What follows belongs to an exercise in optimizing a design on an open flow for small area and a short achievable clock period; a production flow would make more cautious choices. Where RTL was checked, it was by simulation tests only, not by an equivalence proof against the original. Power figures rest on the tool's default switching activity, not on a simulated workload.

==> branch yarrow: inputs <==
## mul32_pipe
module mul32_pipe(clk, rst, in_valid, a, b, out_valid, p);
  input clk, rst, in_valid;
  input [31:0] a, b;
  output out_valid;
  output [63:0] p;
  reg [2:0] vpipe;
  always @(posedge clk)
    if (rst) vpipe <= 3'd0;
    else vpipe <= {vpipe[1:0], in_valid};
  assign out_valid = vpipe[2];
  reg [305:0] rk1;
  reg [136:0] rk2;
  reg [87:0] rk3;
  wire n1 = b[1] & ~b[0];
  wire n2 = b[2] ^ b[1];
  wire n3 = (b[3] & ~b[2] & ~b[1]) | (~b[3] & b[2] & b[1]);
  wire n4 = b[4] ^ b[3];
  wire n5 = (b[5] & ~b[4] & ~b[3]) | (~b[5] & b[4] & b[3]);
  wire n6 = b[6] ^ b[5];
  wire n7 = (b[7] & ~b[6] & ~b[5]) | (~b[7] & b[6] & b[5]);
  wire n8 = b[8] ^ b[7];
  wire n9 = (b[9] & ~b[8] & ~b[7]) | (~b[9] & b[8] & b[7]);
  wire n10 = b[10] ^ b[9];
  wire n11 = (b[11] & ~b[10] & ~b[9]) | (~b[11] & b[10] & b[9]);
  wire n12 = b[12] ^ b[11];
  wire n13 = (b[13] & ~b[12] & ~b[11]) | (~b[13] & b[12] & b[11]);
  wire n14 = b[14] ^ b[13];
  wire n15 = (b[15] & ~b[14] & ~b[13]) | (~b[15] & b[14] & b[13]);
  wire n16 = b[16] ^ b[15];
  wire n17 = (b[17] & ~b[16] & ~b[15]) | (~b[17] & b[16] & b[15]);
  wire n18 = b[18] ^ b[17];
  wire n19 = (b[19] & ~b[18] & ~b[17]) | (~b[19] & b[18] & b[17]);
  wire n20 = b[20] ^ b[19];
  wire n21 = (b[21] & ~b[20] & ~b[19]) | (~b[21] & b[20] & b[19]);
  wire n22 = b[22] ^ b[21];
  wire n23 = (b[23] & ~b[22] & ~b[21]) | (~b[23] & b[22] & b[21]);
  wire n24 = b[24] ^ b[23];
  wire n25 = (b[25] & ~b[24] & ~b[23]) | (~b[25] & b[24] & b[23]);
  wire n26 = b[26] ^ b[25];
  wire n27 = (b[27] & ~b[26] & ~b[25]) | (~b[27] & b[26] & b[25]);
  wire n28 = b[28] ^ b[27];
  wire n29 = (b[29] & ~b[28] & ~b[27]) | (~b[29] & b[28] & b[27]);
  wire n30 = b[30] ^ b[29];
  wire n31 = (b[31] & ~b[30] & ~b[29]) | (~b[31] & b[30] & b[29]);
  wire n32 = a[0] ^ b[1];
  wire n33 = a[1] ^ b[1];
  wire n34 = a[2] ^ b[1];
  wire n35 = a[3] ^ b[1];
  wire n36 = a[4] ^ b[1];
  wire n37 = a[5] ^ b[1];
  wire n38 = a[6] ^ b[1];
  wire n39 = a[7] ^ b[1];
  wire n40 = a[8] ^ b[1];
  wire n41 = a[9] ^ b[1];
  wire n42 = a[10] ^ b[1];
  wire n43 = a[11] ^ b[1];
  wire n44 = a[12] ^ b[1];
  wire n45 = a[13] ^ b[1];
  wire n46 = a[14] ^ b[1];
  ...
export LEC_CHECK = 0
export ABC_AREA = 1
export CAP_MARGIN = 20
export CORE_MARGIN = 2
export CORE_UTILIZATION = 40
export SLEW_MARGIN = 20
export SYNTH_HIERARCHICAL = 1
create_clock -name core_clock -period 2.5 [get_ports {clk}]
standard.sh (not shown) runs the stock make flow with config.mk's settings and CLKGATE_MAP_FILE= SYNTH_SCRIPT=/design/flow/synth_recipe.tcl, a recipe that flattens the netlist after the stock synthesis.
==> flow/flow/run.sh <==
#!/bin/bash
# Own layout flow: the standard ORFS flow (standard.sh), unchanged except that the
# port buffers that global placement inserts on every input and output use a plain buffer
# (buf_4) instead of the delay cell buffer_ports picks by default.
set -euo pipefail
export BUFFER_PORTS_ARGS="-buffer_cell sky130_fd_sc_hd__buf_4"
bash standard.sh finish > standard_flow.log 2>&1
==> inputs of branch quartz, as changes to branch yarrow <==
--- a/flow/design.v
+++ b/flow/design.v
@@ -2198,15 +2198,16 @@
   wire fs1660, fc1660;
   mul_fa u1660(rk2[124], rk2[125], rk2[126], fs1660, fc1660);
   wire [40:0] s1661;
   wire [39:0] s1661x = {fc1645, fc1644, fc1643, fc1642, fc1641, fc1640, fc1639, fc1638, fc1637, fc1636, fc1635, hc1634, hc1633, hc1632, hc1631, hc1630, hc1629, hc1628, hc1627, hc1626, hc1625, hc1624, hc1623, hc1622, hc1621, hc1620, hc1619, hc1618, hc1617, hc1616, hc1615, fc1614, fs1614, rk2[7], rk2[6], rk2[5], rk2[4], rk2[3], rk2[2], rk2[0]};
   wire [39:0] s1661y = {fs1646, fs1645, fs1644, fs1643, fs1642, fs1641, fs1640, fs1639, fs1638, fs1637, fs1636, fs1635, hs1634, hs1633, hs1632, hs1631, hs1630, hs1629, hs1628, hs1627, hs1626, hs1625, hs1624, hs1623, hs1622, hs1621, hs1620, hs1619, hs1618, hs1617, hs1616, hs1615, 1'b0, 1'b0, 1'b0, 1'b0, 1'b0, 1'b0, 1'b0, rk2[1]};
   wire [39:0] s1661_g0 = s1661x & s1661y;
   wire [39:0] s1661_p0 = s1661x ^ s1661y;
-  wire s1661_G1 = s1661_g0[1] | (s1661_p0[1] & s1661_g0[0]);
+  wire s1661_G1;
+  mul_ao21 s1661_uG1(s1661_g0[1], s1661_p0[1], s1661_g0[0], s1661_G1);
   wire s1661_P1 = s1661_p0[1] & s1661_p0[0];
   wire s1661_G2 = s1661_g0[3] | (s1661_p0[3] & s1661_g0[2]);
   wire s1661_P2 = s1661_p0[3] & s1661_p0[2];
   wire s1661_G3 = s1661_g0[5] | (s1661_p0[5] & s1661_g0[4]);
   wire s1661_P3 = s1661_p0[5] & s1661_p0[4];
   wire s1661_G4 = s1661_g0[7] | (s1661_p0[7] & s1661_g0[6]);
   wire s1661_P4 = s1661_p0[7] & s1661_p0[6];
@@ -2238,15 +2239,16 @@
   wire s1661_P17 = s1661_p0[33] & s1661_p0[32];
   wire s1661_G18 = s1661_g0[35] | (s1661_p0[35] & s1661_g0[34]);
   wire s1661_P18 = s1661_p0[35] & s1661_p0[34];
   wire s1661_G19 = s1661_g0[37] | (s1661_p0[37] & s1661_g0[36]);
   wire s1661_P19 = s1661_p0[37] & s1661_p0[36];
   wire s1661_G20 = s1661_g0[39] | (s1661_p0[39] & s1661_g0[38]);
   wire s1661_P20 = s1661_p0[39] & s1661_p0[38];
-  wire s1661_G21 = s1661_g0[2] | (s1661_p0[2] & s1661_G1);
+  wire s1661_G21;
+  mul_ao21 s1661_uG21(s1661_g0[2], s1661_p0[2], s1661_G1, s1661_G21);
   wire s1661_P21 = s1661_p0[2] & s1661_P1;
   wire s1661_G22 = s1661_G2 | (s1661_P2 & s1661_G1);
   wire s1661_P22 = s1661_P2 & s1661_P1;
   wire s1661_G23 = s1661_g0[6] | (s1661_p0[6] & s1661_G3);
   wire s1661_P23 = s1661_p0[6] & s1661_P3;
   wire s1661_G24 = s1661_G4 | (s1661_P4 & s1661_G3);
   wire s1661_P24 = s1661_P4 & s1661_P3;
@@ -2278,15 +2280,16 @@
   wire s1661_P37 = s1661_p0[34] & s1661_P17;
   wire s1661_G38 = s1661_G18 | (s1661_P18 & s1661_G17);
   wire s1661_P38 = s1661_P18 & s1661_P17;
   wire s1661_G39 = s1661_g0[38] | (s1661_p0[38] & s1661_G19);
   wire s1661_P39 = s1661_p0[38] & s1661_P19;
   wire s1661_G40 = s1661_G20 | (s1661_P20 & s1661_G19);
   wire s1661_P40 = s1661_P20 & s1661_P19;
-  wire s1661_G41 = s1661_g0[4] | (s1661_p0[4] & s1661_G22);
+  wire s1661_G41;
+  mul_ao21 s1661_uG41(s1661_g0[4], s1661_p0[4], s1661_G22, s1661_G41);
   wire s1661_P41 = s1661_p0[4] & s1661_P22;
   wire s1661_G42 = s1661_G3 | (s1661_P3 & s1661_G22);
   wire s1661_P42 = s1661_P3 & s1661_P22;
   wire s1661_G43 = s1661_G23 | (s1661_P23 & s1661_G22);
   wire s1661_P43 = s1661_P23 & s1661_P22;
   wire s1661_G44 = s1661_G24 | (s1661_P24 & s1661_G22);
   wire s1661_P44 = s1661_P24 & s1661_P22;
@@ -2318,15 +2321,16 @@
   wire s1661_P57 = s1661_p0[36] & s1661_P38;
   wire s1661_G58 = s1661_G19 | (s1661_P19 & s1661_G38);
   wire s1661_P58 = s1661_P19 & s1661_P38;
   wire s1661_G59 = s1661_G39 | (s1661_P39 & s1661_G38);
   wire s1661_P59 = s1661_P39 & s1661_P38;
   wire s1661_G60 = s1661_G40 | (s1661_P40 & s1661_G38);
   wire s1661_P60 = s1661_P40 & s1661_P38;
-  wire s1661_G61 = s1661_g0[8] | (s1661_p0[8] & s1661_G44);
+  wire s1661_G61;
+  mul_ao21 s1661_uG61(s1661_g0[8], s1661_p0[8], s1661_G44, s1661_G61);
   wire s1661_P61 = s1661_p0[8] & s1661_P44;
   wire s1661_G62 = s1661_G5 | (s1661_P5 & s1661_G44);
   wire s1661_P62 = s1661_P5 & s1661_P44;
   wire s1661_G63 = s1661_G25 | (s1661_P25 & s1661_G44);
   wire s1661_P63 = s1661_P25 & s1661_P44;
   wire s1661_G64 = s1661_G26 | (s1661_P26 & s1661_G44);
   wire s1661_P64 = s1661_P26 & s1661_P44;
@@ -2350,15 +2354,16 @@
   wire s1661_P73 = s1661_P53 & s1661_P52;
   wire s1661_G74 = s1661_G54 | (s1661_P54 & s1661_G52);
   wire s1661_P74 = s1661_P54 & s1661_P52;
   wire s1661_G75 = s1661_G55 | (s1661_P55 & s1661_G52);
   wire s1661_P75 = s1661_P55 & s1661_P52;
   wire s1661_G76 = s1661_G56 | (s1661_P56 & s1661_G52);
   wire s1661_P76 = s1661_P56 & s1661_P52;
-  wire s1661_G77 = s1661_g0[16] | (s1661_p0[16] & s1661_G68);
+  wire s1661_G77;
+  mul_ao21 s1661_uG77(s1661_g0[16], s1661_p0[16], s1661_G68, s1661_G77);
   wire s1661_P77 = s1661_p0[16] & s1661_P68;
   wire s1661_G78 = s1661_G9 | (s1661_P9 & s1661_G68);
   wire s1661_P78 = s1661_P9 & s1661_P68;
   wire s1661_G79 = s1661_G29 | (s1661_P29 & s1661_G68);
   wire s1661_P79 = s1661_P29 & s1661_P68;
   wire s1661_G80 = s1661_G30 | (s1661_P30 & s1661_G68);
   wire s1661_P80 = s1661_P30 & s1661_P68;
@@ -2382,15 +2387,16 @@
   wire s1661_P89 = s1661_P73 & s1661_P68;
   wire s1661_G90 = s1661_G74 | (s1661_P74 & s1661_G68);
   wire s1661_P90 = s1661_P74 & s1661_P68;
   wire s1661_G91 = s1661_G75 | (s1661_P75 & s1661_G68);
   wire s1661_P91 = s1661_P75 & s1661_P68;
   wire s1661_G92 = s1661_G76 | (s1661_P76 & s1661_G68);
   wire s1661_P92 = s1661_P76 & s1661_P68;
-  wire s1661_G93 = s1661_g0[32] | (s1661_p0[32] & s1661_G92);
+  wire s1661_G93;
+  mul_ao21 s1661_uG93(s1661_g0[32], s1661_p0[32], s1661_G92, s1661_G93);
   wire s1661_P93 = s1661_p0[32] & s1661_P92;
   wire s1661_G94 = s1661_G17 | (s1661_P17 & s1661_G92);
   wire s1661_P94 = s1661_P17 & s1661_P92;
   wire s1661_G95 = s1661_G37 | (s1661_P37 & s1661_G92);
   wire s1661_P95 = s1661_P37 & s1661_P92;
   wire s1661_G96 = s1661_G38 | (s1661_P38 & s1661_G92);
   wire s1661_P96 = s1661_P38 & s1661_P92;
@@ -2444,15 +2450,16 @@
   assign s1661[39] = s1661_p0[39] ^ s1661_G99;
   assign s1661[40] = s1661_G100;
   wire [24:0] s1662;
   wire [23:0] s1662x = {rk2[135], rk2[134], rk2[132], rk2[131], rk2[129], rk2[128], fc1660, fs1660, fc1659, fs1659, fc1658, fs1658, hc1657, fc1656, hc1655, fc1654, hc1653, fc1652, hc1651, fc1650, hc1649, fc1648, fc1647, fc1646};
   wire [23:0] s1662y = {rk2[136], 1'b0, rk2[133], 1'b0, rk2[130], 1'b0, rk2[127], 1'b0, rk2[123], 1'b0, rk2[119], 1'b0, rk2[115], hs1657, fs1656, hs1655, fs1654, hs1653, fs1652, hs1651, fs1650, hs1649, fs1648, fs1647};
   wire [23:0] s1662_g0 = s1662x & s1662y;
   wire [23:0] s1662_p0 = s1662x ^ s1662y;
-  wire s1662_G1 = s1662_g0[1] | (s1662_p0[1] & s1662_g0[0]);
+  wire s1662_G1;
+  mul_ao21 s1662_uG1(s1662_g0[1], s1662_p0[1], s1662_g0[0], s1662_G1);
   wire s1662_P1 = s1662_p0[1] & s1662_p0[0];
   wire s1662_G2 = s1662_g0[3] | (s1662_p0[3] & s1662_g0[2]);
   wire s1662_P2 = s1662_p0[3] & s1662_p0[2];
   wire s1662_G3 = s1662_g0[5] | (s1662_p0[5] & s1662_g0[4]);
   wire s1662_P3 = s1662_p0[5] & s1662_p0[4];
   wire s1662_G4 = s1662_g0[7] | (s1662_p0[7] & s1662_g0[6]);
   wire s1662_P4 = s1662_p0[7] & s1662_p0[6];
@@ -2468,15 +2475,16 @@
   wire s1662_P9 = s1662_p0[17] & s1662_p0[16];
   wire s1662_G10 = s1662_g0[19] | (s1662_p0[19] & s1662_g0[18]);
   wire s1662_P10 = s1662_p0[19] & s1662_p0[18];
   wire s1662_G11 = s1662_g0[21] | (s1662_p0[21] & s1662_g0[20]);
   wire s1662_P11 = s1662_p0[21] & s1662_p0[20];
   wire s1662_G12 = s1662_g0[23] | (s1662_p0[23] & s1662_g0[22]);
   wire s1662_P12 = s1662_p0[23] & s1662_p0[22];
-  wire s1662_G13 = s1662_g0[2] | (s1662_p0[2] & s1662_G1);
+  wire s1662_G13;
+  mul_ao21 s1662_uG13(s1662_g0[2], s1662_p0[2], s1662_G1, s1662_G13);
   wire s1662_P13 = s1662_p0[2] & s1662_P1;
   wire s1662_G14 = s1662_G2 | (s1662_P2 & s1662_G1);
   wire s1662_P14 = s1662_P2 & s1662_P1;
   wire s1662_G15 = s1662_g0[6] | (s1662_p0[6] & s1662_G3);
   wire s1662_P15 = s1662_p0[6] & s1662_P3;
   wire s1662_G16 = s1662_G4 | (s1662_P4 & s1662_G3);
   wire s1662_P16 = s1662_P4 & s1662_P3;
@@ -2492,15 +2500,16 @@
   wire s1662_P21 = s1662_p0[18] & s1662_P9;
   wire s1662_G22 = s1662_G10 | (s1662_P10 & s1662_G9);
   wire s1662_P22 = s1662_P10 & s1662_P9;
   wire s1662_G23 = s1662_g0[22] | (s1662_p0[22] & s1662_G11);
   wire s1662_P23 = s1662_p0[22] & s1662_P11;
   wire s1662_G24 = s1662_G12 | (s1662_P12 & s1662_G11);
   wire s1662_P24 = s1662_P12 & s1662_P11;
-  wire s1662_G25 = s1662_g0[4] | (s1662_p0[4] & s1662_G14);
+  wire s1662_G25;
+  mul_ao21 s1662_uG25(s1662_g0[4], s1662_p0[4], s1662_G14, s1662_G25);
   wire s1662_P25 = s1662_p0[4] & s1662_P14;
   wire s1662_G26 = s1662_G3 | (s1662_P3 & s1662_G14);
   wire s1662_P26 = s1662_P3 & s1662_P14;
   wire s1662_G27 = s1662_G15 | (s1662_P15 & s1662_G14);
   wire s1662_P27 = s1662_P15 & s1662_P14;
   wire s1662_G28 = s1662_G16 | (s1662_P16 & s1662_G14);
   wire s1662_P28 = s1662_P16 & s1662_P14;
@@ -2516,15 +2525,16 @@
   wire s1662_P33 = s1662_p0[20] & s1662_P22;
   wire s1662_G34 = s1662_G11 | (s1662_P11 & s1662_G22);
   wire s1662_P34 = s1662_P11 & s1662_P22;
   wire s1662_G35 = s1662_G23 | (s1662_P23 & s1662_G22);
   wire s1662_P35 = s1662_P23 & s1662_P22;
   wire s1662_G36 = s1662_G24 | (s1662_P24 & s1662_G22);
   wire s1662_P36 = s1662_P24 & s1662_P22;
-  wire s1662_G37 = s1662_g0[8] | (s1662_p0[8] & s1662_G28);
+  wire s1662_G37;
+  mul_ao21 s1662_uG37(s1662_g0[8], s1662_p0[8], s1662_G28, s1662_G37);
   wire s1662_P37 = s1662_p0[8] & s1662_P28;
   wire s1662_G38 = s1662_G5 | (s1662_P5 & s1662_G28);
   wire s1662_P38 = s1662_P5 & s1662_P28;
   wire s1662_G39 = s1662_G17 | (s1662_P17 & s1662_G28);
   wire s1662_P39 = s1662_P17 & s1662_P28;
   wire s1662_G40 = s1662_G18 | (s1662_P18 & s1662_G28);
   wire s1662_P40 = s1662_P18 & s1662_P28;
@@ -2532,15 +2542,16 @@
   wire s1662_P41 = s1662_P29 & s1662_P28;
   wire s1662_G42 = s1662_G30 | (s1662_P30 & s1662_G28);
   wire s1662_P42 = s1662_P30 & s1662_P28;
   wire s1662_G43 = s1662_G31 | (s1662_P31 & s1662_G28);
   wire s1662_P43 = s1662_P31 & s1662_P28;
   wire s1662_G44 = s1662_G32 | (s1662_P32 & s1662_G28);
   wire s1662_P44 = s1662_P32 & s1662_P28;
-  wire s1662_G45 = s1662_g0[16] | (s1662_p0[16] & s1662_G44);
+  wire s1662_G45;
+  mul_ao21 s1662_uG45(s1662_g0[16], s1662_p0[16], s1662_G44, s1662_G45);
   wire s1662_P45 = s1662_p0[16] & s1662_P44;
   wire s1662_G46 = s1662_G9 | (s1662_P9 & s1662_G44);
   wire s1662_P46 = s1662_P9 & s1662_P44;
   wire s1662_G47 = s1662_G21 | (s1662_P21 & s1662_G44);
   wire s1662_P47 = s1662_P21 & s1662_P44;
   wire s1662_G48 = s1662_G22 | (s1662_P22 & s1662_G44);
   wire s1662_P48 = s1662_P22 & s1662_P44;
==> flow/config.mk (replaced) <==
export PLATFORM = sky130hd
export DESIGN_NAME = mul32_pipe
export DESIGN_NICKNAME = mul32_pipe
export VERILOG_FILES = /design/flow/design.v
export SDC_FILE = /design/flow/constraint.sdc
export NUM_CORES = 4
export LEC_CHECK = 0
export ABC_AREA = 1
export CAP_MARGIN = 20
export CORE_MARGIN = 2
export CORE_UTILIZATION = 50
export CTS_CLUSTER_DIAMETER = 120
export CTS_CLUSTER_SIZE = 26
export PLACE_DENSITY = 0.75
export SLEW_MARGIN = 20
export SYNTH_HIERARCHICAL = 1
==> run notes <==
Between branch quartz and branch yarrow, the lower first-iteration DRC count is in branch yarrow (gap about 30%, measured against branch yarrow). Sequential cell count is the same in branch yarrow and branch quartz. Between branch quartz and branch yarrow, the lower maximum frequency is in branch yarrow (gap about 1.8%, measured against branch yarrow). Between branch yarrow and branch quartz, the lower routed wire length is in branch quartz (gap about 1.6%, measured against branch quartz). Between branch yarrow and branch quartz, the lower via count is in branch yarrow (gap about 1.1%, measured against branch quartz). Between branch yarrow and branch quartz, the lower utilization is in branch yarrow (gap 8.7 points). Between branch yarrow and branch quartz, the lower critical path depth is in branch quartz (gap 9). Of branch quartz and branch yarrow, branch yarrow has the higher clock power (gap about 50%, measured against branch yarrow). Between branch yarrow and branch quartz, the lower non-clock buffer count is in branch quartz (gap 24). Of branch yarrow and branch quartz, branch quartz has the higher sequential share of layout area (gap 1.4 points).
No functional check of the RTL was part of branch yarrow.

## re-timing with driven ports
The results above use ideal ports. As a check the final layouts listed here were re-extracted and re-timed, cells and wires unchanged.
Step 1, drivers: a clkbuf_16 drives clk and a buf_2 each remaining input, both assumed.
Step 2 moves the port delays by t, midway between the first and last clock arrival at a register: inputs arrive t later, outputs are due t later. That takes back most of the time a late clock gives input paths.
Three values: ideal ports, drivers, drivers and shift; two values: the first two.
run	t, ns	slack for setup (ns)	worst hold slack (ns)	pins driven straight from the clock port
branch yarrow	0.693	0.079 / 0.079 / -0.284	0.038 / -0.001 / 0.326	1
branch quartz	0.671	0.121 / 0.146 / -0.506	0.063 / 0.021 / 0.329	1
With both steps, setup timing fails in branch yarrow and branch quartz, where it was met with ideal ports. For branch quartz, which loses most, drivers alone change the setup slack by +0.025 ns; drivers and shift together by -0.627 ns.
